This design comes from an exercise in tuning for small area, a short achievable clock period and few clock cycles per item on the open sky130 flow, not from production work. The RTL was checked by simulation tests, not by an equivalence proof against the original design.

<file path="design/flow/run.sh">
#!/bin/bash
# synth_recipe.tcl (not shown) runs the flow's synth.tcl, then flattens the netlist and writes it again
# the make line also repeats each setting of config.mk as NAME=value (left out here)
make -C /OpenROAD-flow-scripts/flow DESIGN_CONFIG=/design/flow/config.mk WORK_HOME=/design/flow/orfs CLKGATE_MAP_FILE= SYNTH_SCRIPT=/design/flow/synth_recipe.tcl finish
</file>
<file path="design/flow/design.v">
module decoder_3nrm_mld_final_v3 (
    input wire clk,
    input wire rst_n,
    input wire start,
    input wire [63:0] residues_in,
    output reg [15:0] data_out,
    output reg valid,
    output reg uncorrectable
);
function automatic [24:0] rca(input [23:0] a, input [23:0] b, input ci);
  integer i; reg c;
  begin
    c = ci;
    for (i = 0; i < 24; i = i + 1) begin
      rca[i] = a[i] ^ b[i] ^ c;
      c = (a[i] & b[i]) | (a[i] & c) | (b[i] & c);
    end
    rca[24] = c;
  end
endfunction
function automatic [23:0] csa3(input [23:0] a, input [23:0] b, input [23:0] c);
  reg [24:0] t;
  begin
    t = rca(a ^ b ^ c, {((a & b) | (a & c) | (b & c)), 1'b0}, 1'b0);
    csa3 = t[23:0];
  end
endfunction
function automatic [23:0] csa4(input [23:0] a, input [23:0] b, input [23:0] c, input [23:0] d);
  reg [23:0] s, k;
  begin
    s = a ^ b ^ c; k = {((a & b) | (a & c) | (b & c)), 1'b0};
    csa4 = csa3(s, k, d);
  end
endfunction
function automatic [23:0] csa5(input [23:0] a, input [23:0] b, input [23:0] c, input [23:0] d, input [23:0] e);
  reg [23:0] s, k;
  begin
    s = a ^ b ^ c; k = {((a & b) | (a & c) | (b & c)), 1'b0};
    csa5 = csa4(s, k, d, e);
  end
endfunction
function automatic [23:0] csa6(input [23:0] a, input [23:0] b, input [23:0] c, input [23:0] d, input [23:0] e, input [23:0] f);
  reg [23:0] s1, k1, s2, k2;
  begin
    s1 = a ^ b ^ c; k1 = {((a & b) | (a & c) | (b & c)), 1'b0};
    s2 = d ^ e ^ f; k2 = {((d & e) | (d & f) | (e & f)), 1'b0};
    csa6 = csa4(s1, k1, s2, k2);
  end
endfunction
function automatic [23:0] csa7(input [23:0] a, input [23:0] b, input [23:0] c, input [23:0] d, input [23:0] e, input [23:0] f, input [23:0] g);
  reg [23:0] s1, k1, s2, k2;
  begin
    s1 = a ^ b ^ c; k1 = {((a & b) | (a & c) | (b & c)), 1'b0};
    s2 = d ^ e ^ f; k2 = {((d & e) | (d & f) | (e & f)), 1'b0};
    csa7 = csa5(s1, k1, s2, k2, g);
  end
endfunction
  function automatic [24:0] rcf(input [23:0] a, input [23:0] b, input ci);
    rcf = {1'b0, a} + {1'b0, b} + {24'd0, ci};
  endfunction
  function automatic [23:0] csa3f(input [23:0] a, input [23:0] b, input [23:0] c);
    reg [24:0] t;
    begin t = rcf(a ^ b ^ c, {((a & b) | (a & c) | (b & c)), 1'b0}, 1'b0); csa3f = t[23:0]; end
  endfunction
  function automatic [23:0] csa5f(input [23:0] a, input [23:0] b, input [23:0] c, input [23:0] d, input [23:0] e);
    reg [23:0] s1, k1, s2, k2;
    begin
      s1 = a ^ b ^ c; k1 = {((a & b) | (a & c) | (b & c)), 1'b0};
      s2 = s1 ^ k1 ^ d; k2 = {((s1 & k1) | (s1 & d) | (k1 & d)), 1'b0};
      csa5f = csa3f(s2, k2, e);
    end
  endfunction
  function automatic ge(input [23:0] a, input [23:0] b);    
    reg [24:0] t;
    begin t = rca(a, ~b, 1'b1); ge = t[24]; end
  endfunction
  function automatic [7:0] modmul(input [7:0] x, input [6:0] c, input [1:0] ms);
    reg [23:0] p0,p1,p2,p3,p4,p5,p6, pr, s, s1, s2, s3, s4, s5, k1, k2, k3, k4, k5; reg [24:0] t;
    begin
      p0 = c[0] ? {16'd0, x} : 24'd0;
      p1 = c[1] ? {15'd0, x, 1'd0} : 24'd0;
      p2 = c[2] ? {14'd0, x, 2'd0} : 24'd0;
      p3 = c[3] ? {13'd0, x, 3'd0} : 24'd0;
      p4 = c[4] ? {12'd0, x, 4'd0} : 24'd0;
      p5 = c[5] ? {11'd0, x, 5'd0} : 24'd0;
      p6 = c[6] ? {10'd0, x, 6'd0} : 24'd0;
      s1 = p0 ^ p1 ^ p2; k1 = {((p0 & p1) | (p0 & p2) | (p1 & p2)), 1'b0};
      s2 = p3 ^ p4 ^ p5; k2 = {((p3 & p4) | (p3 & p5) | (p4 & p5)), 1'b0};
      s3 = s1 ^ k1 ^ s2; k3 = {((s1 & k1) | (s1 & s2) | (k1 & s2)), 1'b0};
      s4 = k2 ^ p6 ^ s3; k4 = {((k2 & p6) | (k2 & s3) | (p6 & s3)), 1'b0};
      s5 = s4 ^ k4 ^ k3; k5 = {((s4 & k4) | (s4 & k3) | (k4 & k3)), 1'b0};
      t = rcf(s5, k5, 1'b0); pr = t[23:0];      
      case (ms)
        2'd0: modmul = {2'b0, pr[5:0]};
        2'd1: begin  
          s = csa3({18'd0, pr[5:0]}, {18'd0, pr[11:6]}, {21'd0, pr[14:12]});
          s = csa3({18'd0, s[5:0]}, {22'd0, s[7:6]}, 24'd0);             
          modmul = s[7:0];
        end
        2'd2: begin  
          s = csa3({18'd0, pr[5:0]}, {18'd0, 6'h3f ^ pr[11:6]}, {21'd0, pr[14:12]});
          s = rca(s, 24'd67, 1'b0);
          t = rca(s, ~24'd130, 1'b1); if (t[24]) s = t[23:0];
          modmul = s[7:0];
        end
        default: begin  
          s = csa3({19'd0, pr[4:0]}, {19'd0, pr[9:5]}, {19'd0, pr[14:10]});    
          s = csa3({19'd0, s[4:0]}, {22'd0, s[6:5]}, 24'd0);                  
          modmul = s[7:0];
        end
      endcase
    end
  endfunction
  reg [5:0] r0, r1; reg [6:0] r2; reg [4:0] r3, r4, r5, r6, r7; reg [3:0] r8;
  always @(posedge clk) begin
    r0 <= residues_in[63:58]; r1 <= residues_in[57:52]; r2 <= residues_in[51:45];
    r3 <= residues_in[44:40]; r4 <= residues_in[39:35]; r5 <= residues_in[34:30];
    r6 <= residues_in[29:25]; r7 <= residues_in[24:20]; r8 <= residues_in[19:16];
  end
  reg busy;
  reg [4:0] g;        
  reg bf;             
  reg [4:0] bl;       
  reg bbig;           
  reg [4:0] nx_unused;
  reg [7:0] wq; reg [6:0] br; reg [1:0] mr, ur, dmr;    
  reg [1:0] uc;       
  reg [2:0] pt;       
  reg [1:0] xc;       
  always @* begin
    case (g)
      5'd1: begin uc=2'd1; pt=3'd3; xc=2'd2; end
      5'd2: begin uc=2'd0; pt=3'd0; xc=2'd0; end
      5'd3: begin uc=2'd0; pt=3'd1; xc=2'd0; end
      5'd4: begin uc=2'd0; pt=3'd2; xc=2'd0; end
      5'd5: begin uc=2'd1; pt=3'd0; xc=2'd0; end
      5'd6: begin uc=2'd1; pt=3'd2; xc=2'd0; end
      5'd7: begin uc=2'd1; pt=3'd3; xc=2'd0; end
      5'd8: begin uc=2'd1; pt=3'd3; xc=2'd1; end
      5'd9: begin uc=2'd1; pt=3'd1; xc=2'd0; end
      5'd10: begin uc=2'd2; pt=3'd0; xc=2'd0; end
      5'd11: begin uc=2'd2; pt=3'd1; xc=2'd0; end
      5'd12: begin uc=2'd2; pt=3'd3; xc=2'd0; end
      5'd13: begin uc=2'd1; pt=3'd4; xc=2'd0; end
      5'd14: begin uc=2'd2; pt=3'd2; xc=2'd0; end
      5'd15: begin uc=2'd1; pt=3'd4; xc=2'd1; end
      5'd16: begin uc=2'd2; pt=3'd3; xc=2'd1; end
      5'd17: begin uc=2'd2; pt=3'd3; xc=2'd2; end
      5'd18: begin uc=2'd1; pt=3'd4; xc=2'd2; end
      5'd19: begin uc=2'd1; pt=3'd5; xc=2'd0; end
      default: begin uc=2'd0; pt=3'd0; xc=2'd0; end
    endcase
  end
  wire u3 = (uc == 2'd0), u4 = (uc == 2'd1), u5 = (uc == 2'd2);
  wire [4:0] ru = u3 ? r3 : u4 ? r4 : r5;
  wire [24:0] d0w = rcf({18'd0, r0}, ~{19'd0, ru}, 1'b1);
  wire [5:0] d0 = d0w[5:0];
  wire [23:0] l0a = {18'd0, d0[0], 5'd0};
  wire [23:0] l0b = u4 ? {18'd0, d0[1:0], 4'd0} : 24'd0;
  wire [23:0] l0c = (u4 | u5) ? {18'd0, d0[3:0], 2'd0} : 24'd0;
  wire [23:0] l0d = u5 ? {18'd0, d0[4:0], 1'd0} : 24'd0;
  wire [23:0] l0e = u3 ? {18'd0, ~d0} : {18'd0, d0};
  wire [23:0] l0s = csa5(l0a, l0b, l0c, l0d, l0e);
  wire [24:0] l0t = rcf(l0s, 24'd0, u3);
  wire [5:0] v0 = l0t[5:0];
  wire [24:0] d1w = rcf({18'd0, r1}, ~{19'd0, ru}, 1'b1);
  wire [24:0] d1f = rcf({18'd0, d1w[5:0]}, 24'd63, 1'b0);
  wire [5:0] d1 = d1w[24] ? d1w[5:0] : d1f[5:0];             
  wire [5:0] d1r0 = d1, d1r1 = {d1[4:0], d1[5]}, d1r3 = {d1[2:0], d1[5:3]}, d1r4 = {d1[1:0], d1[5:2]}, d1r5 = {d1[0], d1[5:1]};
  wire [5:0] l1a = u3 ? ~d1r1 : d1r1;
  wire [5:0] l1b = u4 ? d1r4 : u5 ? d1r0 : 6'd0;
  wire [5:0] l1c = u4 ? d1r5 : u5 ? d1r3 : 6'd0;
  wire [5:0] l1s = l1a ^ l1b ^ l1c;
  wire [5:0] l1k = (l1a & l1b) | (l1a & l1c) | (l1b & l1c);
  wire [24:0] l1t = rcf({18'd0, l1s}, {18'd0, l1k[4:0], l1k[5]}, 1'b0);
  wire [24:0] l1u = rcf({18'd0, l1t[5:0]}, 24'd0, l1t[6]);
  wire [5:0] v1 = (l1u[5:0] == 6'd63) ? 6'd0 : l1u[5:0];
  wire [24:0] d2w = rcf({17'd0, r2}, ~{19'd0, ru}, 1'b1);
  wire [24:0] d2f = rcf({17'd0, d2w[6:0]}, 24'd65, 1'b0);
  wire [6:0] d2 = d2w[24] ? d2w[6:0] : d2f[6:0];             
  wire [23:0] l2s = csa4({17'd0, d2}, (u3 | u5) ? {13'd0, d2, 4'd0} : 24'd0, u3 ? {15'd0, d2, 2'd0} : 24'd0, u4 ? {14'd0, d2, 3'd0} : 24'd0);
  wire [23:0] l2f = csa3({18'd0, l2s[5:0]}, {19'd0, ~l2s[10:6]}, 24'd34);    
  wire [24:0] l2g = rcf(l2f, ~24'd65, 1'b1);
  wire [6:0] v2 = l2g[24] ? l2g[6:0] : l2f[6:0];
  wire [24:0] d3w = rcf({19'd0, r3}, ~{19'd0, ru}, 1'b1);
  wire [24:0] d3f = rcf({19'd0, d3w[4:0]}, 24'd31, 1'b0);
  wire [4:0] d3 = d3w[24] ? d3w[4:0] : d3f[4:0];             
  wire [4:0] d3r0 = d3, d3r1 = {d3[3:0], d3[4]}, d3r3 = {d3[1:0], d3[4:2]}, d3r4 = {d3[0], d3[4:1]};
  wire [4:0] l3a = u5 ? d3r4 : ~d3r4;
  wire [4:0] l3b = u5 ? d3r3 : 5'd0;
  wire [4:0] l3c = u5 ? d3r1 : 5'd0;
  wire [4:0] l3d = u5 ? d3r0 : 5'd0;
  wire [4:0] l3s1 = l3a ^ l3b ^ l3c, l3k1 = (l3a & l3b) | (l3a & l3c) | (l3b & l3c);
  wire [4:0] l3c1 = {l3k1[3:0], l3k1[4]};
  wire [4:0] l3s2 = l3s1 ^ l3c1 ^ l3d, l3k2 = (l3s1 & l3c1) | (l3s1 & l3d) | (l3c1 & l3d);
  wire [24:0] l3t = rcf({19'd0, l3s2}, {19'd0, l3k2[3:0], l3k2[4]}, 1'b0);
  wire [24:0] l3u = rcf({19'd0, l3t[4:0]}, 24'd0, l3t[5]);
  wire [4:0] v3 = (l3u[4:0] == 5'd31) ? 5'd0 : l3u[4:0];
  wire [24:0] d5w = rcf({19'd0, r5}, ~{19'd0, r4}, 1'b1);
  wire [24:0] d5f = rcf({18'd0, d5w[5:0]}, 24'd23, 1'b0);    
  wire [24:0] d5g = rcf({18'd0, d5w[5:0]}, 24'd46, 1'b0);
  wire [4:0] d5 = d5w[24] ? d5w[4:0] : ~d5f[5] ? d5f[4:0] : d5g[4:0];    
  wire [6:0] q5 = {d5, 2'b0};
  wire [24:0] q5a = rcf({17'd0, q5}, ~24'd69, 1'b1);
  wire [24:0] q5b = rcf({17'd0, q5}, ~24'd46, 1'b1);
  wire [24:0] q5c = rcf({17'd0, q5}, ~24'd23, 1'b1);
  wire [4:0] v5 = q5a[24] ? q5a[4:0] : q5b[24] ? q5b[4:0] : q5c[24] ? q5c[4:0] : q5[4:0];
  wire [6:0] vx = (xc == 2'd0) ? {1'b0, v0} : (xc == 2'd1) ? {1'b0, v1} : v2;
  reg [6:0] da, db, dc; reg [7:0] doff; reg [1:0] dms;
  always @* case (pt)
    3'd0: begin da = {1'b0, v1}; db = {1'b0, v0}; dc = 7'd1; doff = 8'd127; dms = 2'd1; end
    3'd1: begin da = {1'b0, v0}; db = v2; dc = 7'd1; doff = 8'd131; dms = 2'd2; end
    3'd2: begin da = v2; db = {1'b0, v1}; dc = 7'd32; doff = 8'd131; dms = 2'd2; end
    3'd3: begin da = {2'b0, v3}; db = vx; dc = (xc == 2'd0) ? 7'd16 : (xc == 2'd1) ? 7'd1 : 7'd21; doff = 8'd94; dms = 2'd3; end
    3'd4: begin da = vx; db = {2'b0, v5}; dc = (xc == 2'd0) ? 7'd39 : (xc == 2'd1) ? 7'd11 : 7'd17;
                doff = (xc == 2'd0) ? 8'd65 : (xc == 2'd1) ? 8'd64 : 8'd66; dms = xc; end
    default: begin da = {2'b0, v3}; db = {2'b0, v5}; dc = 7'd27; doff = 8'd32; dms = 2'd3; end
  endcase
  wire [23:0] dxa = {17'd0, da} ^ {16'd0, doff} ^ {16'd0, 1'b1, ~db};
  wire [23:0] dxk = {(({17'd0, da} & {16'd0, doff}) | ({17'd0, da} & {16'd0, 1'b1, ~db}) | ({16'd0, doff} & {16'd0, 1'b1, ~db})), 1'b0};
  wire [24:0] dxs = rcf(dxa, dxk, 1'b0);
  wire [23:0] dxw = dxs[23:0];
  wire [7:0] wd = modmul(dxw[7:0], dc, dms);
  wire [6:0] base = (pt == 3'd2) ? {1'b0, v1} : (pt == 3'd3) ? vx : (pt[2]) ? {2'b0, v5} : {1'b0, v0};
  wire [1:0] mbs = (pt == 3'd2) ? 2'd1 : (pt == 3'd3) ? xc : (pt[2]) ? 2'd3 : 2'd0;
  wire [24:0] e1w = rcf({18'd0, r1}, ~{18'd0, r0}, 1'b1);
  wire [24:0] e1m = rcf({18'd0, e1w[5:0]}, 24'd63, 1'b0);
  wire [5:0] b2 = e1w[24] ? e1w[5:0] : e1m[5:0];
  wire [23:0] z0w = csa5f({17'd0, r0, 1'b0}, {16'd0, 2'b11, ~r1}, {16'd0, 1'b1, ~r2}, {22'd0, ~e1w[24], 1'b0}, 24'd132);
  wire [8:0] z0 = z0w[8:0];
  wire [24:0] z195 = rcf({15'd0, z0}, ~24'd195, 1'b1);
  wire [24:0] z130 = rcf({15'd0, z0}, ~24'd130, 1'b1);
  wire [24:0] z65 = rcf({15'd0, z0}, ~24'd65, 1'b1);
  wire [6:0] z1 = z195[24] ? z195[6:0] : z130[24] ? z130[6:0] : z65[24] ? z65[6:0] : z0[6:0];
  wire [5:0] zk = z1[6:1];
  wire [24:0] b3o = rcf(24'd32, ~{18'd0, zk}, 1'b1);
  wire [24:0] b3e = rcf(24'd65, ~{18'd0, zk}, 1'b1);
  wire [6:0] b3 = z1[0] ? b3o[6:0] : (zk == 6'd0) ? 7'd0 : b3e[6:0];
  wire [23:0] y012 = csa3f({12'd0, b3[5:0], 6'd0}, {18'd0, b2}, {12'd0, 5'h1f, ~b3});
  wire [24:0] y012p = rcf(y012, 24'd1, 1'b0);
  wire [17:0] x012 = {y012p[11:0], r0};
  wire [6:0] mdig = (dmr == 2'd1) ? 7'd63 : (dmr == 2'd2) ? 7'd65 : (dmr == 2'd3) ? 7'd31 : 7'd127;
  wire [24:0] wqs = rcf({16'd0, wq}, ~{17'd0, mdig}, 1'b1);
  wire [6:0] wr = (wqs[24] && dmr != 2'd0) ? wqs[6:0] : wq[6:0];
  wire [23:0] wm = (mr == 2'd3) ? ~{14'd0, rca({17'd0, wr}, {14'd0, wr, 3'd0}, 1'b0)} : (mr == 2'd1) ? ~{17'd0, wr} : (mr == 2'd2) ? {17'd0, wr} : 24'd0;
  wire [23:0] wsh = (mr == 2'd3) ? {12'd0, wr, 5'd0} : {11'd0, wr, 6'd0};
  wire [23:0] Ws = csa3(wsh, {17'd0, br}, wm);
  wire [24:0] Ww = rcf(Ws, 24'd0, mr[0]);
  wire [12:0] W = Ww[12:0];
  wire [4:0] rur = (ur == 2'd0) ? r3 : (ur == 2'd1) ? r4 : r5;
  wire [23:0] xo1 = {6'd0, W, 5'd0}, xo2 = {19'd0, rur}, xo3 = ~{11'd0, W};
  wire [23:0] xo4 = (ur == 2'd1) ? ~{10'd0, W, 1'b0} : (ur == 2'd2) ? ~{8'd0, W, 3'b0} : 24'd0;
  wire [23:0] xa1 = xo1 ^ xo2 ^ xo3, xk1 = {((xo1 & xo2) | (xo1 & xo3) | (xo2 & xo3)), 1'b0};
  wire [23:0] xa2 = xa1 ^ xk1 ^ xo4, xk2 = {((xa1 & xk1) | (xa1 & xo4) | (xk1 & xo4)), 1'b0};
  wire [24:0] Xw = rcf(xa2, xk2 | {23'd0, ur != 2'd0}, 1'b1);
  wire [17:0] X = (g == 5'd1) ? x012 : Xw[17:0];
  wire [8:0] mt;
  chk_all u_chk (.X(X), .r0(r0), .r1(r1), .r2(r2), .r3(r3), .r4(r4), .r5(r5), .r6(r6), .r7(r7), .r8(r8), .mt(mt));
  wire [2:0] ps1 = mt[2:0] ^ mt[5:3] ^ mt[8:6];
  wire [2:0] pk1 = (mt[2:0] & mt[5:3]) | (mt[2:0] & mt[8:6]) | (mt[5:3] & mt[8:6]);
  wire ones = ps1[0] ^ ps1[1] ^ ps1[2];
  wire onec = (ps1[0] & ps1[1]) | (ps1[0] & ps1[2]) | (ps1[1] & ps1[2]);
  wire twos = pk1[0] ^ pk1[1] ^ pk1[2];
  wire twoc = (pk1[0] & pk1[1]) | (pk1[0] & pk1[2]) | (pk1[1] & pk1[2]);
  wire t2s = onec ^ twos, t2c = onec & twos;
  wire [3:0] nm = {twoc & t2c, (twoc ^ t2c), t2s, ones};
  wire dle2 = nm[3] | (nm[2] & nm[1] & nm[0]);    
  wire deq3 = ~nm[3] & nm[2] & nm[1] & ~nm[0];    
  wire big = X[17] | X[16];
  reg [4:0] lex;
  always @* begin
    case (g)
      5'd1: lex=5'd0;
      5'd2: lex=5'd16;
      5'd3: lex=5'd1;
      5'd4: lex=5'd4;
      5'd5: lex=5'd10;
      5'd6: lex=5'd2;
      5'd7: lex=5'd11;
      5'd8: lex=5'd7;
      5'd9: lex=5'd13;
      5'd10: lex=5'd5;
      5'd11: lex=5'd3;
      5'd12: lex=5'd6;
      5'd13: lex=5'd8;
      5'd14: lex=5'd9;
      5'd15: lex=5'd12;
      5'd16: lex=5'd15;
      5'd17: lex=5'd14;
      5'd18: lex=5'd17;
      5'd19: lex=5'd18;
      5'd20: lex=5'd19;
      default: lex = 5'd0;
    endcase
  end
  wire run = busy;
  wire ltb = !ge({19'd0, lex}, {19'd0, bl});       
  wire upd = deq3 && (!bf || ltb);
  wire nbf = bf | upd;
  wire [4:0] nbl = upd ? lex : bl;
  reg fl;
  always @* begin
    case (mt)
      9'd63: fl = 1'b1;
      9'd95: fl = 1'b1;
      9'd159: fl = 1'b1;
      9'd287: fl = 1'b1;
      9'd111: fl = 1'b1;
      9'd175: fl = 1'b1;
      9'd303: fl = 1'b1;
      9'd207: fl = 1'b1;
      9'd335: fl = 1'b1;
      9'd399: fl = 1'b1;
      9'd119: fl = 1'b1;
      9'd183: fl = 1'b1;
      9'd311: fl = 1'b1;
      9'd215: fl = 1'b1;
      9'd343: fl = 1'b1;
      9'd407: fl = 1'b1;
      9'd231: fl = 1'b1;
      9'd359: fl = 1'b1;
      9'd423: fl = 1'b1;
      9'd123: fl = 1'b1;
      9'd187: fl = 1'b1;
      9'd219: fl = 1'b1;
      9'd125: fl = 1'b1;
      9'd189: fl = 1'b1;
      9'd221: fl = 1'b1;
      9'd126: fl = 1'b1;
      9'd190: fl = 1'b1;
      9'd222: fl = 1'b1;
      default: fl = 1'b0;
    endcase
  end
  reg ea, eb;      
  always @* begin
    case (g)
      5'd1: begin ea = 1'b0; eb = 1'b1; end
      5'd2: begin ea = 1'b0; eb = 1'b0; end
      5'd3: begin ea = 1'b0; eb = 1'b1; end
      5'd4: begin ea = 1'b0; eb = 1'b0; end
      5'd5: begin ea = 1'b0; eb = 1'b0; end
      5'd6: begin ea = 1'b0; eb = 1'b1; end
      5'd7: begin ea = 1'b0; eb = 1'b0; end
      5'd8: begin ea = 1'b0; eb = 1'b0; end
      5'd9: begin ea = 1'b0; eb = 1'b0; end
      5'd10: begin ea = 1'b0; eb = 1'b0; end
      5'd11: begin ea = 1'b1; eb = 1'b1; end
      5'd12: begin ea = 1'b1; eb = 1'b1; end
      5'd13: begin ea = 1'b1; eb = 1'b1; end
      5'd14: begin ea = 1'b1; eb = 1'b1; end
      5'd15: begin ea = 1'b1; eb = 1'b1; end
      5'd16: begin ea = 1'b0; eb = 1'b0; end
      5'd17: begin ea = 1'b1; eb = 1'b1; end
      5'd18: begin ea = 1'b1; eb = 1'b1; end
      5'd19: begin ea = 1'b1; eb = 1'b1; end
      5'd20: begin ea = 1'b1; eb = 1'b1; end
      default: begin ea = 1'b0; eb = 1'b0; end
    endcase
  end
  reg [4:0] rdy1, ext1;    
  always @* begin
    case (g)
      5'd1: begin rdy1 = 5'd1; ext1 = 5'd10; end
      5'd2: begin rdy1 = 5'd17; ext1 = 5'd17; end
      5'd3: begin rdy1 = 5'd3; ext1 = 5'd10; end
      5'd4: begin rdy1 = 5'd11; ext1 = 5'd11; end
      5'd5: begin rdy1 = 5'd14; ext1 = 5'd14; end
      5'd6: begin rdy1 = 5'd6; ext1 = 5'd10; end
      5'd7: begin rdy1 = 5'd14; ext1 = 5'd14; end
      5'd8: begin rdy1 = 5'd12; ext1 = 5'd12; end
      5'd9: begin rdy1 = 5'd15; ext1 = 5'd15; end
      5'd10: begin rdy1 = 5'd11; ext1 = 5'd11; end
      5'd11: begin rdy1 = 5'd11; ext1 = 5'd11; end
      5'd12: begin rdy1 = 5'd12; ext1 = 5'd12; end
      5'd13: begin rdy1 = 5'd13; ext1 = 5'd13; end
      5'd14: begin rdy1 = 5'd14; ext1 = 5'd14; end
      5'd15: begin rdy1 = 5'd15; ext1 = 5'd15; end
      5'd16: begin rdy1 = 5'd17; ext1 = 5'd17; end
      5'd17: begin rdy1 = 5'd17; ext1 = 5'd17; end
      5'd18: begin rdy1 = 5'd18; ext1 = 5'd18; end
      5'd19: begin rdy1 = 5'd19; ext1 = 5'd19; end
      5'd20: begin rdy1 = 5'd20; ext1 = 5'd20; end
      default: begin rdy1 = 5'd0; ext1 = 5'd0; end
    endcase
  end
  reg [4:0] nx;
  wire eold = bf & ge({19'd0, g}, {19'd0, nx});
  wire fin = run & (dle2 | (upd ? (fl ? eb : ea) : eold) | (g == 5'd20));
  always @(posedge clk or negedge rst_n) begin
    if (!rst_n) begin
      busy <= 1'b0; valid <= 1'b0;
    end else begin
      valid <= fin;
      busy <= busy ? !fin : start;
    end
  end
  wire [24:0] ginc = rca({19'd0, g}, 24'd0, 1'b1);
  always @(posedge clk) begin
    wq <= wd; dmr <= dms; br <= base; mr <= mbs; ur <= uc;
    if (!busy) g <= 5'd1; else g <= ginc[4:0];
    if (!run) begin
      bf <= 1'b0;
    end else begin
      bf <= nbf; bl <= nbl;
      if (upd) nx <= fl ? rdy1 : ext1;
      if (dle2 | upd) begin data_out <= X[15:0]; bbig <= big; end
      if (fin) uncorrectable <= (dle2 | upd) ? big : bf ? bbig : 1'b1;
    end
  end
endmodule
module c64(input [17:0] X, input [5:0] r, output e); assign e = X[5:0] == r; endmodule
module c63(input [17:0] X, input [5:0] r, output e);
  wire [5:0] x0 = X[5:0], x1 = X[11:6], x2 = X[17:12], rr = ~r;
  wire [5:0] s1 = x0 ^ x1 ^ x2, k1 = (x0 & x1) | (x0 & x2) | (x1 & x2);
  wire [5:0] c1 = {k1[4:0], k1[5]};
  wire [5:0] s2 = s1 ^ c1 ^ rr, k2 = (s1 & c1) | (s1 & rr) | (c1 & rr);
  wire [5:0] c2 = {k2[4:0], k2[5]};
  assign e = (&(s2 ^ c2)) | ~(|(s2 | c2)) | (&(s2 & c2));
endmodule
module c31(input [17:0] X, input [4:0] r, output e);
  wire [4:0] x0 = X[4:0], x1 = X[9:5], x2 = X[14:10], x3 = {2'b0, X[17:15]}, rr = ~r;
  wire [4:0] s1 = x0 ^ x1 ^ x2, k1 = (x0 & x1) | (x0 & x2) | (x1 & x2);
  wire [4:0] c1 = {k1[3:0], k1[4]};
  wire [4:0] s2 = x3 ^ rr ^ s1, k2 = (x3 & rr) | (x3 & s1) | (rr & s1);
  wire [4:0] c2 = {k2[3:0], k2[4]};
  wire [4:0] s3 = c1 ^ c2 ^ s2, k3 = (c1 & c2) | (c1 & s2) | (c2 & s2);
  wire [4:0] c3 = {k3[3:0], k3[4]};
  assign e = (&(s3 ^ c3)) | ~(|(s3 | c3)) | (&(s3 & c3));
endmodule
module c65(input [17:0] X, input [6:0] r, output e);
  function automatic [24:0] rca(input [23:0] a, input [23:0] b, input ci);
  integer i; reg c;
  begin
    c = ci;
    for (i = 0; i < 24; i = i + 1) begin
      rca[i] = a[i] ^ b[i] ^ c;
      c = (a[i] & b[i]) | (a[i] & c) | (b[i] & c);
    end
    rca[24] = c;
  end
endfunction
function automatic [23:0] csa3(input [23:0] a, input [23:0] b, input [23:0] c);
  reg [24:0] t;
  begin
    t = rca(a ^ b ^ c, {((a & b) | (a & c) | (b & c)), 1'b0}, 1'b0);
    csa3 = t[23:0];
  end
endfunction
function automatic [23:0] csa4(input [23:0] a, input [23:0] b, input [23:0] c, input [23:0] d);
  reg [23:0] s, k;
  begin
    s = a ^ b ^ c; k = {((a & b) | (a & c) | (b & c)), 1'b0};
    csa4 = csa3(s, k, d);
  end
endfunction
function automatic [23:0] csa5(input [23:0] a, input [23:0] b, input [23:0] c, input [23:0] d, input [23:0] e);
  reg [23:0] s, k;
  begin
    s = a ^ b ^ c; k = {((a & b) | (a & c) | (b & c)), 1'b0};
    csa5 = csa4(s, k, d, e);
  end
endfunction
function automatic [23:0] csa6(input [23:0] a, input [23:0] b, input [23:0] c, input [23:0] d, input [23:0] e, input [23:0] f);
  reg [23:0] s1, k1, s2, k2;
  begin
    s1 = a ^ b ^ c; k1 = {((a & b) | (a & c) | (b & c)), 1'b0};
    s2 = d ^ e ^ f; k2 = {((d & e) | (d & f) | (e & f)), 1'b0};
    csa6 = csa4(s1, k1, s2, k2);
  end
endfunction
function automatic [23:0] csa7(input [23:0] a, input [23:0] b, input [23:0] c, input [23:0] d, input [23:0] e, input [23:0] f, input [23:0] g);
  reg [23:0] s1, k1, s2, k2;
  begin
    s1 = a ^ b ^ c; k1 = {((a & b) | (a & c) | (b & c)), 1'b0};
    s2 = d ^ e ^ f; k2 = {((d & e) | (d & f) | (e & f)), 1'b0};
    csa7 = csa5(s1, k1, s2, k2, g);
  end
endfunction
  wire [8:0] S = csa4({3'd0,X[5:0]}, {3'd0,X[17:12]}, {3'd0,~X[11:6]}, {2'd0,~r});
  assign e = (S == 9'd125) | (S == 9'd190) | (S == 9'd255);
endmodule
module c17(input [17:0] X, input [4:0] r, output e);
  function automatic [24:0] rca(input [23:0] a, input [23:0] b, input ci);
  integer i; reg c;
  begin
    c = ci;
    for (i = 0; i < 24; i = i + 1) begin
      rca[i] = a[i] ^ b[i] ^ c;
      c = (a[i] & b[i]) | (a[i] & c) | (b[i] & c);
    end
    rca[24] = c;
  end
endfunction
function automatic [23:0] csa3(input [23:0] a, input [23:0] b, input [23:0] c);
  reg [24:0] t;
  begin
    t = rca(a ^ b ^ c, {((a & b) | (a & c) | (b & c)), 1'b0}, 1'b0);
    csa3 = t[23:0];
  end
endfunction
function automatic [23:0] csa4(input [23:0] a, input [23:0] b, input [23:0] c, input [23:0] d);
  reg [23:0] s, k;
  begin
    s = a ^ b ^ c; k = {((a & b) | (a & c) | (b & c)), 1'b0};
    csa4 = csa3(s, k, d);
  end
endfunction
function automatic [23:0] csa5(input [23:0] a, input [23:0] b, input [23:0] c, input [23:0] d, input [23:0] e);
  reg [23:0] s, k;
  begin
    s = a ^ b ^ c; k = {((a & b) | (a & c) | (b & c)), 1'b0};
    csa5 = csa4(s, k, d, e);
  end
endfunction
function automatic [23:0] csa6(input [23:0] a, input [23:0] b, input [23:0] c, input [23:0] d, input [23:0] e, input [23:0] f);
  reg [23:0] s1, k1, s2, k2;
  begin
    s1 = a ^ b ^ c; k1 = {((a & b) | (a & c) | (b & c)), 1'b0};
    s2 = d ^ e ^ f; k2 = {((d & e) | (d & f) | (e & f)), 1'b0};
    csa6 = csa4(s1, k1, s2, k2);
  end
endfunction
function automatic [23:0] csa7(input [23:0] a, input [23:0] b, input [23:0] c, input [23:0] d, input [23:0] e, input [23:0] f, input [23:0] g);
  reg [23:0] s1, k1, s2, k2;
  begin
    s1 = a ^ b ^ c; k1 = {((a & b) | (a & c) | (b & c)), 1'b0};
    s2 = d ^ e ^ f; k2 = {((d & e) | (d & f) | (e & f)), 1'b0};
    csa7 = csa5(s1, k1, s2, k2, g);
  end
endfunction
  wire [6:0] S = csa6({3'd0,X[3:0]}, {3'd0,~X[7:4]}, {3'd0,X[11:8]}, {3'd0,~X[15:12]}, {5'd0,X[17:16]}, {2'd0,~r});
  assign e = (S == 7'd10) | (S == 7'd27) | (S == 7'd44) | (S == 7'd61) | (S == 7'd78);
endmodule
module c11(input [17:0] X, input [3:0] r, output e);
  function automatic [24:0] rca(input [23:0] a, input [23:0] b, input ci);
  integer i; reg c;
  begin
    c = ci;
    for (i = 0; i < 24; i = i + 1) begin
      rca[i] = a[i] ^ b[i] ^ c;
      c = (a[i] & b[i]) | (a[i] & c) | (b[i] & c);
    end
    rca[24] = c;
  end
endfunction
function automatic [23:0] csa3(input [23:0] a, input [23:0] b, input [23:0] c);
  reg [24:0] t;
  begin
    t = rca(a ^ b ^ c, {((a & b) | (a & c) | (b & c)), 1'b0}, 1'b0);
    csa3 = t[23:0];
  end
endfunction
function automatic [23:0] csa4(input [23:0] a, input [23:0] b, input [23:0] c, input [23:0] d);
  reg [23:0] s, k;
  begin
    s = a ^ b ^ c; k = {((a & b) | (a & c) | (b & c)), 1'b0};
    csa4 = csa3(s, k, d);
  end
endfunction
function automatic [23:0] csa5(input [23:0] a, input [23:0] b, input [23:0] c, input [23:0] d, input [23:0] e);
  reg [23:0] s, k;
  begin
    s = a ^ b ^ c; k = {((a & b) | (a & c) | (b & c)), 1'b0};
    csa5 = csa4(s, k, d, e);
  end
endfunction
function automatic [23:0] csa6(input [23:0] a, input [23:0] b, input [23:0] c, input [23:0] d, input [23:0] e, input [23:0] f);
  reg [23:0] s1, k1, s2, k2;
  begin
    s1 = a ^ b ^ c; k1 = {((a & b) | (a & c) | (b & c)), 1'b0};
    s2 = d ^ e ^ f; k2 = {((d & e) | (d & f) | (e & f)), 1'b0};
    csa6 = csa4(s1, k1, s2, k2);
  end
endfunction
function automatic [23:0] csa7(input [23:0] a, input [23:0] b, input [23:0] c, input [23:0] d, input [23:0] e, input [23:0] f, input [23:0] g);
  reg [23:0] s1, k1, s2, k2;
  begin
    s1 = a ^ b ^ c; k1 = {((a & b) | (a & c) | (b & c)), 1'b0};
    s2 = d ^ e ^ f; k2 = {((d & e) | (d & f) | (e & f)), 1'b0};
    csa7 = csa5(s1, k1, s2, k2, g);
  end
endfunction
  wire [6:0] S = csa5({2'd0,X[4:0]}, {2'd0,~X[9:5]}, {2'd0,X[14:10]}, {4'd0,~X[17:15]}, {3'd0,~r});
  assign e = (S==7'd9)|(S==7'd20)|(S==7'd31)|(S==7'd42)|(S==7'd53)|(S==7'd64)|(S==7'd75)|(S==7'd86)|(S==7'd97)|(S==7'd108);
endmodule
module c19(input [17:0] X, input [4:0] r, output e);
  function automatic [24:0] rca(input [23:0] a, input [23:0] b, input ci);
  integer i; reg c;
  begin
    c = ci;
    for (i = 0; i < 24; i = i + 1) begin
      rca[i] = a[i] ^ b[i] ^ c;
      c = (a[i] & b[i]) | (a[i] & c) | (b[i] & c);
    end
    rca[24] = c;
  end
endfunction
function automatic [23:0] csa3(input [23:0] a, input [23:0] b, input [23:0] c);
  reg [24:0] t;
  begin
    t = rca(a ^ b ^ c, {((a & b) | (a & c) | (b & c)), 1'b0}, 1'b0);
    csa3 = t[23:0];
  end
endfunction
function automatic [23:0] csa4(input [23:0] a, input [23:0] b, input [23:0] c, input [23:0] d);
  reg [23:0] s, k;
  begin
    s = a ^ b ^ c; k = {((a & b) | (a & c) | (b & c)), 1'b0};
    csa4 = csa3(s, k, d);
  end
endfunction
function automatic [23:0] csa5(input [23:0] a, input [23:0] b, input [23:0] c, input [23:0] d, input [23:0] e);
  reg [23:0] s, k;
  begin
    s = a ^ b ^ c; k = {((a & b) | (a & c) | (b & c)), 1'b0};
    csa5 = csa4(s, k, d, e);
  end
endfunction
function automatic [23:0] csa6(input [23:0] a, input [23:0] b, input [23:0] c, input [23:0] d, input [23:0] e, input [23:0] f);
  reg [23:0] s1, k1, s2, k2;
  begin
    s1 = a ^ b ^ c; k1 = {((a & b) | (a & c) | (b & c)), 1'b0};
    s2 = d ^ e ^ f; k2 = {((d & e) | (d & f) | (e & f)), 1'b0};
    csa6 = csa4(s1, k1, s2, k2);
  end
endfunction
function automatic [23:0] csa7(input [23:0] a, input [23:0] b, input [23:0] c, input [23:0] d, input [23:0] e, input [23:0] f, input [23:0] g);
  reg [23:0] s1, k1, s2, k2;
  begin
    s1 = a ^ b ^ c; k1 = {((a & b) | (a & c) | (b & c)), 1'b0};
    s2 = d ^ e ^ f; k2 = {((d & e) | (d & f) | (e & f)), 1'b0};
    csa7 = csa5(s1, k1, s2, k2, g);
  end
endfunction
  wire [24:0] s1w = rca({15'd0, X[8:0]}, {15'd0, ~X[17:9]}, 1'b0);
  wire [9:0] S1 = s1w[9:0];
  wire [5:0] l = S1[5:0]; wire [3:0] h = S1[9:6];
  wire [7:0] S = csa4({2'd0,l}, {1'd0,h,3'd0}, {4'd0,~h}, {3'd0,~r});
  assign e = (S==8'd6)|(S==8'd25)|(S==8'd44)|(S==8'd63)|(S==8'd82)|(S==8'd101)|(S==8'd120)|(S==8'd139)|(S==8'd158)|(S==8'd177)|(S==8'd196)|(S==8'd215);
endmodule
module c23(input [17:0] X, input [4:0] r, output e);
  function automatic [24:0] rca(input [23:0] a, input [23:0] b, input ci);
  integer i; reg c;
  begin
    c = ci;
    for (i = 0; i < 24; i = i + 1) begin
      rca[i] = a[i] ^ b[i] ^ c;
      c = (a[i] & b[i]) | (a[i] & c) | (b[i] & c);
    end
    rca[24] = c;
  end
endfunction
function automatic [23:0] csa3(input [23:0] a, input [23:0] b, input [23:0] c);
  reg [24:0] t;
  begin
    t = rca(a ^ b ^ c, {((a & b) | (a & c) | (b & c)), 1'b0}, 1'b0);
    csa3 = t[23:0];
  end
endfunction
function automatic [23:0] csa4(input [23:0] a, input [23:0] b, input [23:0] c, input [23:0] d);
  reg [23:0] s, k;
  begin
    s = a ^ b ^ c; k = {((a & b) | (a & c) | (b & c)), 1'b0};
    csa4 = csa3(s, k, d);
  end
endfunction
function automatic [23:0] csa5(input [23:0] a, input [23:0] b, input [23:0] c, input [23:0] d, input [23:0] e);
  reg [23:0] s, k;
  begin
    s = a ^ b ^ c; k = {((a & b) | (a & c) | (b & c)), 1'b0};
    csa5 = csa4(s, k, d, e);
  end
endfunction
function automatic [23:0] csa6(input [23:0] a, input [23:0] b, input [23:0] c, input [23:0] d, input [23:0] e, input [23:0] f);
  reg [23:0] s1, k1, s2, k2;
  begin
    s1 = a ^ b ^ c; k1 = {((a & b) | (a & c) | (b & c)), 1'b0};
    s2 = d ^ e ^ f; k2 = {((d & e) | (d & f) | (e & f)), 1'b0};
    csa6 = csa4(s1, k1, s2, k2);
  end
endfunction
function automatic [23:0] csa7(input [23:0] a, input [23:0] b, input [23:0] c, input [23:0] d, input [23:0] e, input [23:0] f, input [23:0] g);
  reg [23:0] s1, k1, s2, k2;
  begin
    s1 = a ^ b ^ c; k1 = {((a & b) | (a & c) | (b & c)), 1'b0};
    s2 = d ^ e ^ f; k2 = {((d & e) | (d & f) | (e & f)), 1'b0};
    csa7 = csa5(s1, k1, s2, k2, g);
  end
endfunction
  wire [24:0] s1w = rca({13'd0, X[10:0]}, {17'd0, X[17:11]}, 1'b0);
  wire [11:0] S1 = s1w[11:0];
  wire [5:0] l = S1[5:0]; wire [5:0] h = S1[11:6];
  wire [8:0] S2 = csa3({3'd0,l}, {1'd0,~h,2'd0}, {3'd0,~h}) ;
  wire [5:0] l2 = S2[5:0]; wire [2:0] h2 = S2[8:6];
  wire [7:0] S = csa4({2'd0,l2}, {3'd0,~h2,2'd0}, {5'd0,~h2}, {3'd0,~r});
  assign e = (S==8'd13)|(S==8'd36)|(S==8'd59)|(S==8'd82)|(S==8'd105)|(S==8'd128);
endmodule
module c29(input [17:0] X, input [4:0] r, output e);
  function automatic [24:0] rca(input [23:0] a, input [23:0] b, input ci);
  integer i; reg c;
  begin
    c = ci;
    for (i = 0; i < 24; i = i + 1) begin
      rca[i] = a[i] ^ b[i] ^ c;
      c = (a[i] & b[i]) | (a[i] & c) | (b[i] & c);
    end
    rca[24] = c;
  end
endfunction
function automatic [23:0] csa3(input [23:0] a, input [23:0] b, input [23:0] c);
  reg [24:0] t;
  begin
    t = rca(a ^ b ^ c, {((a & b) | (a & c) | (b & c)), 1'b0}, 1'b0);
    csa3 = t[23:0];
  end
endfunction
function automatic [23:0] csa4(input [23:0] a, input [23:0] b, input [23:0] c, input [23:0] d);
  reg [23:0] s, k;
  begin
    s = a ^ b ^ c; k = {((a & b) | (a & c) | (b & c)), 1'b0};
    csa4 = csa3(s, k, d);
  end
endfunction
function automatic [23:0] csa5(input [23:0] a, input [23:0] b, input [23:0] c, input [23:0] d, input [23:0] e);
  reg [23:0] s, k;
  begin
    s = a ^ b ^ c; k = {((a & b) | (a & c) | (b & c)), 1'b0};
    csa5 = csa4(s, k, d, e);
  end
endfunction
function automatic [23:0] csa6(input [23:0] a, input [23:0] b, input [23:0] c, input [23:0] d, input [23:0] e, input [23:0] f);
  reg [23:0] s1, k1, s2, k2;
  begin
    s1 = a ^ b ^ c; k1 = {((a & b) | (a & c) | (b & c)), 1'b0};
    s2 = d ^ e ^ f; k2 = {((d & e) | (d & f) | (e & f)), 1'b0};
    csa6 = csa4(s1, k1, s2, k2);
  end
endfunction
function automatic [23:0] csa7(input [23:0] a, input [23:0] b, input [23:0] c, input [23:0] d, input [23:0] e, input [23:0] f, input [23:0] g);
  reg [23:0] s1, k1, s2, k2;
  begin
    s1 = a ^ b ^ c; k1 = {((a & b) | (a & c) | (b & c)), 1'b0};
    s2 = d ^ e ^ f; k2 = {((d & e) | (d & f) | (e & f)), 1'b0};
    csa7 = csa5(s1, k1, s2, k2, g);
  end
endfunction
  wire [8:0] S = csa7({4'd0,X[4:0]}, {4'd0,X[9:5]}, {3'd0,X[9:5],1'b0}, {5'd0,X[13:10]}, {2'd0,X[13:10],3'd0}, {5'd0,~X[17:14]}, {4'd0,~r});
  assign e = (S==9'd17)|(S==9'd46)|(S==9'd75)|(S==9'd104)|(S==9'd133)|(S==9'd162)|(S==9'd191)|(S==9'd220)|(S==9'd249)|(S==9'd278);
endmodule
module chk_all(input [17:0] X, input [5:0] r0, input [5:0] r1, input [6:0] r2, input [4:0] r3, input [4:0] r4,
  input [4:0] r5, input [4:0] r6, input [4:0] r7, input [3:0] r8, output [8:0] mt);
  c64 u0(X,r0,mt[0]); c63 u1(X,r1,mt[1]); c65 u2(X,r2,mt[2]); c31 u3(X,r3,mt[3]); c29 u4(X,r4,mt[4]);
  c23 u5(X,r5,mt[5]); c19 u6(X,r6,mt[6]); c17 u7(X,r7,mt[7]); c11 u8(X,r8,mt[8]);
endmodule
</file>
<file path="design/flow/constraint.sdc">
create_clock -name core_clock -period 110.0 [get_ports {clk}]
set_input_delay 22.0000 -clock core_clock [delete_from_list [all_inputs] [get_ports {clk}]]
set_output_delay 22.0000 -clock core_clock [all_outputs]
set_load 0.01 [all_outputs]
</file>
<file path="design/flow/config.mk">
export PLATFORM = sky130hd
export DESIGN_NAME = decoder_3nrm_mld_final_v3
export DESIGN_NICKNAME = decoder_3nrm_mld_final_v3
export VERILOG_FILES = /design/flow/design.v
export SDC_FILE = /design/flow/constraint.sdc
export NUM_CORES = 4
export LEC_CHECK = 0
export ABC_AREA = 1
export ABC_CLOCK_PERIOD_IN_PS = 20000
export CAP_MARGIN = 20
export CORE_MARGIN = 2
export CORE_UTILIZATION = 65
export PLACE_DENSITY = 0.75
export SLEW_MARGIN = 20
export SYNTH_MEMORY_MAX_BITS = 65536
</file>
==> results.json, run 1 <==
{
  "die_w_um": 193.6,
  "grt_pass1_wl_um": 99300,
  "firstDrtPassIters": 7,
  "startpoint_type": "flip-flop",
  "worstPathMaxFanout": 1,
  "multi_input_area_mm2": 0.01766,
  "tightest_slew_ns": 1.039,
  "synth_compound_area_share_pct": 9.452,
  "worstHoldPathType": "reg -> reg",
  "synth.distinct_cells": 64,
  "setup_violations": 0,
  "slew_headroom_pct": 30.11,
  "synth_top_family_by_area": "adder cells",
  "worst_setup_path_end_kind": "output pin",
  "grt_pass1_vias": 20547,
  "min_path_cells": 0,
  "reg2reg_depth": 94,
  "viasPerCell": 5.533,
  "synthAdderAreaFrac_pct": 42.92,
  "whs_endpoint": "nx[4]$_DFFE_PP_",
  "postCtsResizedCells": 0,
  "io_buffers": 68,
  "wirelength_um": 59670,
  "rr_endpoint": "nx[3]$_DFFE_PP_",
  "required_ns": 88.00,
  "rr_startpoint": "dmr[1]$_DFF_P_",
  "min_period_over_period_pct": 21.22,
  "seq_area_frac_synth_pct": 12.20,
  "grt_start_max_net_pins": 27,
  "synth_nets": 3691,
  "yosysTopAreaCell": "fa_1",
  "synth_edf_count": 28,
  "clk_path_buf_depth": 2,
  "finalWeightedCongestion": 0.9788,
  "ys_ff_latch": 128,
  "antenna_cells_inserted": 0,
  "dpl_worst_slack_ns": 87.12,
  "min_period_ns": 23.34,
  "vias": 19592,
  "regToRegSetupSlack_ns": 88.24,
  "synth_top_area_share_pct": 23.98,
  "cts_made_buffers": 17,
  "floorplan.core_area_mm2": 0.03548,
  "hp-start": "rdy1[4]$_DFF_P_",
  "drt_iter0_markers": 1200,
  "synthArstFlopShare_pct": 1.563,
  "dpl.hpwl_um": 50210,
  "fin_nets": 3768,
  "hold_viol": 0,
  "syn_inst": 2990,
  "synth_area_leaders": "fa_1 24%, ha_1 19%, inv_1 12%",
  "clock_skew_ns": 0.01527,
  "final_cell_mix": "719 x inv_1, 491 x nand2_1, 354 x ha_1, 280 x fa_1, 210 x nor2_1",
  "ctsHoldBuffers": 0,
  "cap_violations": 0,
  "io_pins": 85,
  "cts.sinks": 128,
  "initial_core_util_pct": 65.88,
  "seq_area_mm2": 0.002853,
  "synth.avg_cell_area_um2": 7.819,
  "drc": 0,
  "grtUsageTotal_pct": 32.88,
  "htree_levels": 4,
  "timing.setup.tns_ns": 0,
  "syn-cell-area_mm2": 0.02338,
  "fmax_ghz": 0.04284,
  "antenna_found_initial": 0,
  "fill_cells": 2895,
  "slew_viol_final": 0,
  "overflow": 0,
  "mostFrequentLayoutCell": "inv_1",
  "slowest_delay_ns": 0.55,
  "core.rowCount": 69,
  "clock_latency_ns": 0.47,
  "path_delay_family": "buffers and inverters",
  "die_y_um": 193.6,
  "cts_setup_buffers": 0,
  "cp_num_buf_inv": 1,
  "wl_per_cell_um": 16.85,
  "synth-simple-area-share_pct": 17.43,
  "cts_tree": "done",
  "clk_pin_slew_ns": 0.07,
  "cts-root-buf": "clkbuf_16",
  "finalWorstSetupSlack_ns": 86.66,
  "drive_above_1_share_pct": 3.799,
  "status": "no timing/DRC/antenna violations",
  "synth_warnings": 7,
  "ys.flop_type": "dfxtp_1",
  "synthXorXnorAreaFrac_pct": 5.507,
  "syn_to_final_growth_pct": 8.039,
  "crit_slowest_cell": "clkdlybuf4s50_1",
  "path_cells": "clkdlybuf4s50_1",
  "synthMuxAreaShare_pct": 0.2355,
  "crit_type": "reg -> out",
  "rsz0062_at_grt": "false",
  "ant_nets": 0,
  "die_area_mm2": 0.03750,
  "worstPathArrival_ns": 1.34
}
[cell usage after synthesis (all sizes together) (9+ instances only)]
cell type,n
a21oi,123
and2,9
clkbuf,21
dfxtp,98
edfxtp,28
fa,280
ha,354
inv,727
nand2,513
nand3,119
nand4,37
nor2,212
nor3,12
o2111ai,11
o211ai,16
o21a,9
o21ai,125
o21bai,14
o22ai,19
o31ai,9
or2,25
xnor2,50
xor2,97
[final cells by class]
type	instances	area share (%)
clock buffer	17	1.684
clock inverter	15	0.7332
multi-input combinational	2104	69.93
sequential	128	11.29
inverter	731	10.87
tap	461	2.284
timing repair buffer	85	3.200
[worst reg2reg max path: cells and delay by family, from the launching register on]
kind / cells / cell delay, ns
AOI/OAI and AO/OA: 9 / 1.94
and+or+nand+nor: 24 / 3.35
adders and majority gates: 38 / 13.62
DFF: 1 / 0.37
buffers and inverters: 22 / 1.97
xor gates and xnor gates: 1 / 0.17
[state kept, by name, summed over array words and instances (netlist names), 3 cells and up]
| register | count |
|---|---|
| r5 | 5 |
| br | 7 |
| rdy1 | 5 |
| pt | 3 |
| r3 | 5 |
| lex | 5 |
| g | 5 |
| ext1 | 4 |
| r6 | 5 |
| wq | 8 |
| r1 | 6 |
| bl | 5 |
| r7 | 5 |
| nx | 5 |
| r8 | 4 |
| r0 | 6 |
| r4 | 5 |
| r2 | 7 |
| data_out | 16 |
[worst max path at each step]
stage | start | to | depth (start not counted)
floorplan | data_out[0]$_DFFE_PP_ | data_out[0] | 0
global placement | data_out[5]$_DFFE_PP_ | data_out[5] | 1
detailed placement | data_out[4]$_DFFE_PP_ | data_out[4] | 1
CTS | data_out[4]$_DFFE_PP_ | data_out[4] | 1
global route | data_out[4]$_DFFE_PP_ | data_out[4] | 1
finish | data_out[4]$_DFFE_PP_ | data_out[4] | 1
[per-layer routing]
layer	vias up	part of all wire [%]	wire (um)	GRT usage (%)
met5	-	0	0	0
met3	190	5.1	3036	5.079
met4	0	5.0	2964	16.09
met1	9329	40	23910	38.42
met2	568	50	29760	58.82
li1	9505	-	-	-
[cells by family after synthesis]
| kind of cell | after synthesis |
|---|---|
| AND/OR/NAND/NOR | 945 |
| flip-flops | 128 |
| multiplexers | 5 |
| buffers and inverters | 758 |
| AO/OA/AOI/OAI | 373 |
| XOR/XNOR | 147 |
| adder cells (fa/ha/maj) | 634 |
[per-stage QoR]
| stage | util, % | instances | area (um^2) | hold slack, ns |
|---|---|---|---|---|
| 6_report | 71.18 | 3541 | 25260 | 0.4355 |
| 5_1_grt | 71.18 | 3541 | 25260 | 0.4450 |
| 4_1_cts | 71.18 | 3541 | 25260 | 0.4373 |
| 3_5_place_dp | 69.46 | 3509 | 24650 | 0.4199 |
| 3_3_place_gp | 69.46 | 3509 | 24650 | 0.4144 |
| 2_1_floorplan | - | 2990 | 23380 | 0.3546 |
Testbench counts, summed over its fixed seeds: cycles 2,836, items 480.
==> run 2: changes to the inputs <==
--- a/design/flow/config.mk
+++ b/design/flow/config.mk
@@ -9,7 +9,6 @@
 export ABC_CLOCK_PERIOD_IN_PS = 20000
 export CAP_MARGIN = 20
 export CORE_MARGIN = 2
-export CORE_UTILIZATION = 65
-export PLACE_DENSITY = 0.75
+export CORE_UTILIZATION = 40
 export SLEW_MARGIN = 20
 export SYNTH_MEMORY_MAX_BITS = 65536
==> run 2 against run 1 <==
Compared with the run above: still clean on timing, DRC and antenna; hold slack worse by 0.026 ns; setup slack worse by 0.0024 ns; clock-buffer cell count unchanged; critical path type unchanged.
==> results.json, run 2 <==
{
  "finalWeightedCongestion": 0.9386,
  "slew_headroom_pct": 36.24,
  "synth_warnings": 7,
  "largest_reg_flops": 16,
  "hp-start": "uc[1]$_DFF_P_",
  "dr_wl_met3_um": 2092,
  "wl_met2_um": 27020,
  "wl_per_cell_um": 14.82,
  "floorplan.core_area_mm2": 0.05770,
  "ys_ff_latch": 128,
  "clk_pin_slew_ns": 0.09,
  "drt_iter0_markers": 839,
  "worstPathMaxFanout": 1,
  "overflow": 0,
  "topRoutingLayerUsed": "met4",
  "reg2reg_depth": 94,
  "cts_made_buffers": 17,
  "syn-cell-area_mm2": 0.02338,
  "die_area_mm2": 0.06039,
  "final_cell_mix": "719 x inv_1, 491 x nand2_1, 354 x ha_1, 280 x fa_1, 210 x nor2_1",
  "dpl.hpwl_um": 48550,
  "synth_edf_count": 28,
  "ys.flop_type": "dfxtp_1",
  "hold_viol": 0,
  "grtUsageTotal_pct": 19.76,
  "worstPathArrival_ns": 1.34,
  "regToRegSetupSlack_ns": 88.04,
  "rr_endpoint": "bl[1]$_DFFE_PP_",
  "min_period_over_period_pct": 21.22,
  "finalWorstSetupSlack_ns": 86.66,
  "slew_viol_final": 0,
  "io_buffers": 68,
  "clock_latency_ns": 0.48,
  "synth.distinct_cells": 64,
  "dpl_worst_slack_ns": 87.15,
  "clock_skew_ns": 0.02890,
  "cp_num_buf_inv": 1,
  "synth.most_common_cell": "inv_1",
  "initial_core_util_pct": 40.52,
  "worst_setup_path_end_kind": "output pin",
  "fmax_ghz": 0.04284,
  "ctsHoldBuffers": 0,
  "dp.cells": 3810,
  "cap_violations": 0,
  "crit_slowest_cell": "clkdlybuf4s50_1",
  "antenna_cells_inserted": 0,
  "synth_nets": 3691,
  "cts-root-buf": "clkbuf_16",
  "wl_met1_um": 26480,
  "postCtsResizedCells": 0,
  "die_w_um": 245.8,
  "yosysTopAreaCell": "fa_1",
  "slowest_delay_ns": 0.53,
  "worstHoldPathType": "reg -> reg",
  "min_path_cells": 0,
  "grt_start_max_net_pins": 27,
  "synthArstFlopShare_pct": 1.563,
  "ant_nets": 0,
  "fin_nets": 3765,
  "grt_pass1_wl_um": 94980,
  "drc": 0,
  "synth_area_leaders": "fa_1 24%, ha_1 19%, inv_1 12%",
  "path_delay_family": "buffers and inverters",
  "tightest_slew_ns": 0.9563,
  "seq_area_frac_synth_pct": 12.20,
  "viasPerCell": 4.841,
  "timing.setup.tns_ns": 0,
  "cts_setup_buffers": 0,
  "firstDrtPassIters": 5,
  "setup_violations": 0,
  "instances_no_fill": 3842,
  "wirelength_um": 56920,
  "die_y_um": 245.8,
  "rsz0062_at_grt": "false",
  "mostFrequentLayoutCell": "inv_1",
  "synth.avg_cell_area_um2": 7.819,
  "top_regs": "data_out x16, wq x8",
  "synth_top_area_share_pct": 23.98,
  "min_period_ns": 23.34,
  "startpoint_type": "flip-flop",
  "ys_top_cells_by_count": "719 x inv_1, 491 x nand2_1, 354 x ha_1, 280 x fa_1, 210 x nor2_1",
  "crit_type": "reg -> out",
  "whs_endpoint": "ur[1]$_DFF_P_",
  "rr_startpoint": "dmr[1]$_DFF_P_",
  "path_cells": "clkdlybuf4s50_1",
  "syn_to_final_growth_pct": 9.462,
  "status": "no timing/DRC/antenna violations",
  "required_ns": 88.00,
  "syn_inst": 2990,
  "top_register": "data_out",
  "drive_above_1_share_pct": 3.705,
  "htree_levels": 4,
  "cts_tree": "done",
  "antenna_found_initial": 0,
  "core.rowCount": 88,
  "cts.sinks": 128,
  "io_pins": 85,
  "clk_path_buf_depth": 2,
  "vias": 18600,
  "grt_pass1_vias": 18696
}
run 2: cell types whose count changed in the layout (fill, tap and decap cells not counted):
cell	before	now
buf_4	17	14
bufinv_16	1	0
clkinvlp_4	0	1
inv_6	3	4
inv_8	7	6
o21ai_0	112	111
o21ai_1	12	13
run 2: routing by layer:
metal  up-vias  global-route usage, %
met5         -                      0
met4         0                  5.419
met3        61                  2.456
met2       359                  34.16
met1      8689                  25.88
li1       9491                      -
run 2: logic make-up after synthesis:
kind of cell	Yosys count	share of synthesized area [%]
simple gates	945	17.43
compound gates	373	9.452
fa+ha+maj	634	42.92
buf+inv	758	12.25
xor+xnor	147	5.507
flops	128	12.20
mux	5	0.2355
run 2: final cells by class:
cell class                      count  area (um^2)
Sequential cell                   128         2853
Tap cell                          765        957.2
Multi-Input combinational cell   2104        17660
Inverter                          731         2746
Timing Repair Buffer               82        785.8
Clock buffer                       17        425.4
Fill cell                        5814        32110
Clock inverter                     15        160.2
run 2: worst max-delay path by stage:
stage / depth (start not counted) / start / slack, ns / to
5_1_grt: 94 / dmr[1]$_DFF_P_ / 86.52 / bl[1]$_DFFE_PP_
4_1_cts: 1 / data_out[3]$_DFFE_PP_ / 86.62 / data_out[3]
2_1_floorplan: 0 / data_out[0]$_DFFE_PP_ / 87.61 / data_out[0]
3_3_place_gp: 1 / uncorrectable$_DFFE_PP_ / 87.14 / uncorrectable
6_report: 1 / data_out[3]$_DFFE_PP_ / 86.66 / data_out[3]
3_5_place_dp: 1 / uncorrectable$_DFFE_PP_ / 87.15 / uncorrectable
run 2: per-stage QoR:
stage / utilization, % / hold WS (ns) / instance area (um^2)
after floorplan: - / 0.3546 / 23380
after global placement: 43.34 / 0.4118 / 25000
after detailed placement: 43.34 / 0.4164 / 25000
after CTS: 44.35 / 0.4076 / 25590
after global routing: 44.35 / 0.4201 / 25590
final: 44.35 / 0.4093 / 25590

[afterwards: timing with drivers on the ports]
In the flow no input, the clock included, has a driving cell. The finished layouts below were timed again as built, in two steps. Step 1 (the two cells are an assumption about what drives the block):
set clk [get_ports {clk}]
set_driving_cell -lib_cell sky130_fd_sc_hd__clkbuf_16 $clk
set_driving_cell -lib_cell sky130_fd_sc_hd__buf_2 [delete_from_list [all_inputs] $clk]
Step 2 adds t to the input delays and takes it off the output delays; t is the mean of the earliest and latest rising clock arrival at the registers after step 1. Input paths then give back, and output paths get back, about the clock's delay inside the block. a / b / c = ideal ports / drivers / drivers and shift; a / b = the first two.
| run | shift t [ns] | setup slack, ns | slew at the worst register clock pin (ns) | worst slew at a driven data input, ns | pins driven straight from the clock port |
|---|---|---|---|---|---|
| run 1 | 0.514 | 86.660 / 86.604 / 87.117 | 0.08 / 0.08 | 0.04 | 1 |
| run 2 | 0.524 | 86.657 / 86.600 / 87.124 | 0.09 / 0.09 | 0.04 | 1 |
After both steps setup and hold are still met in every run listed.
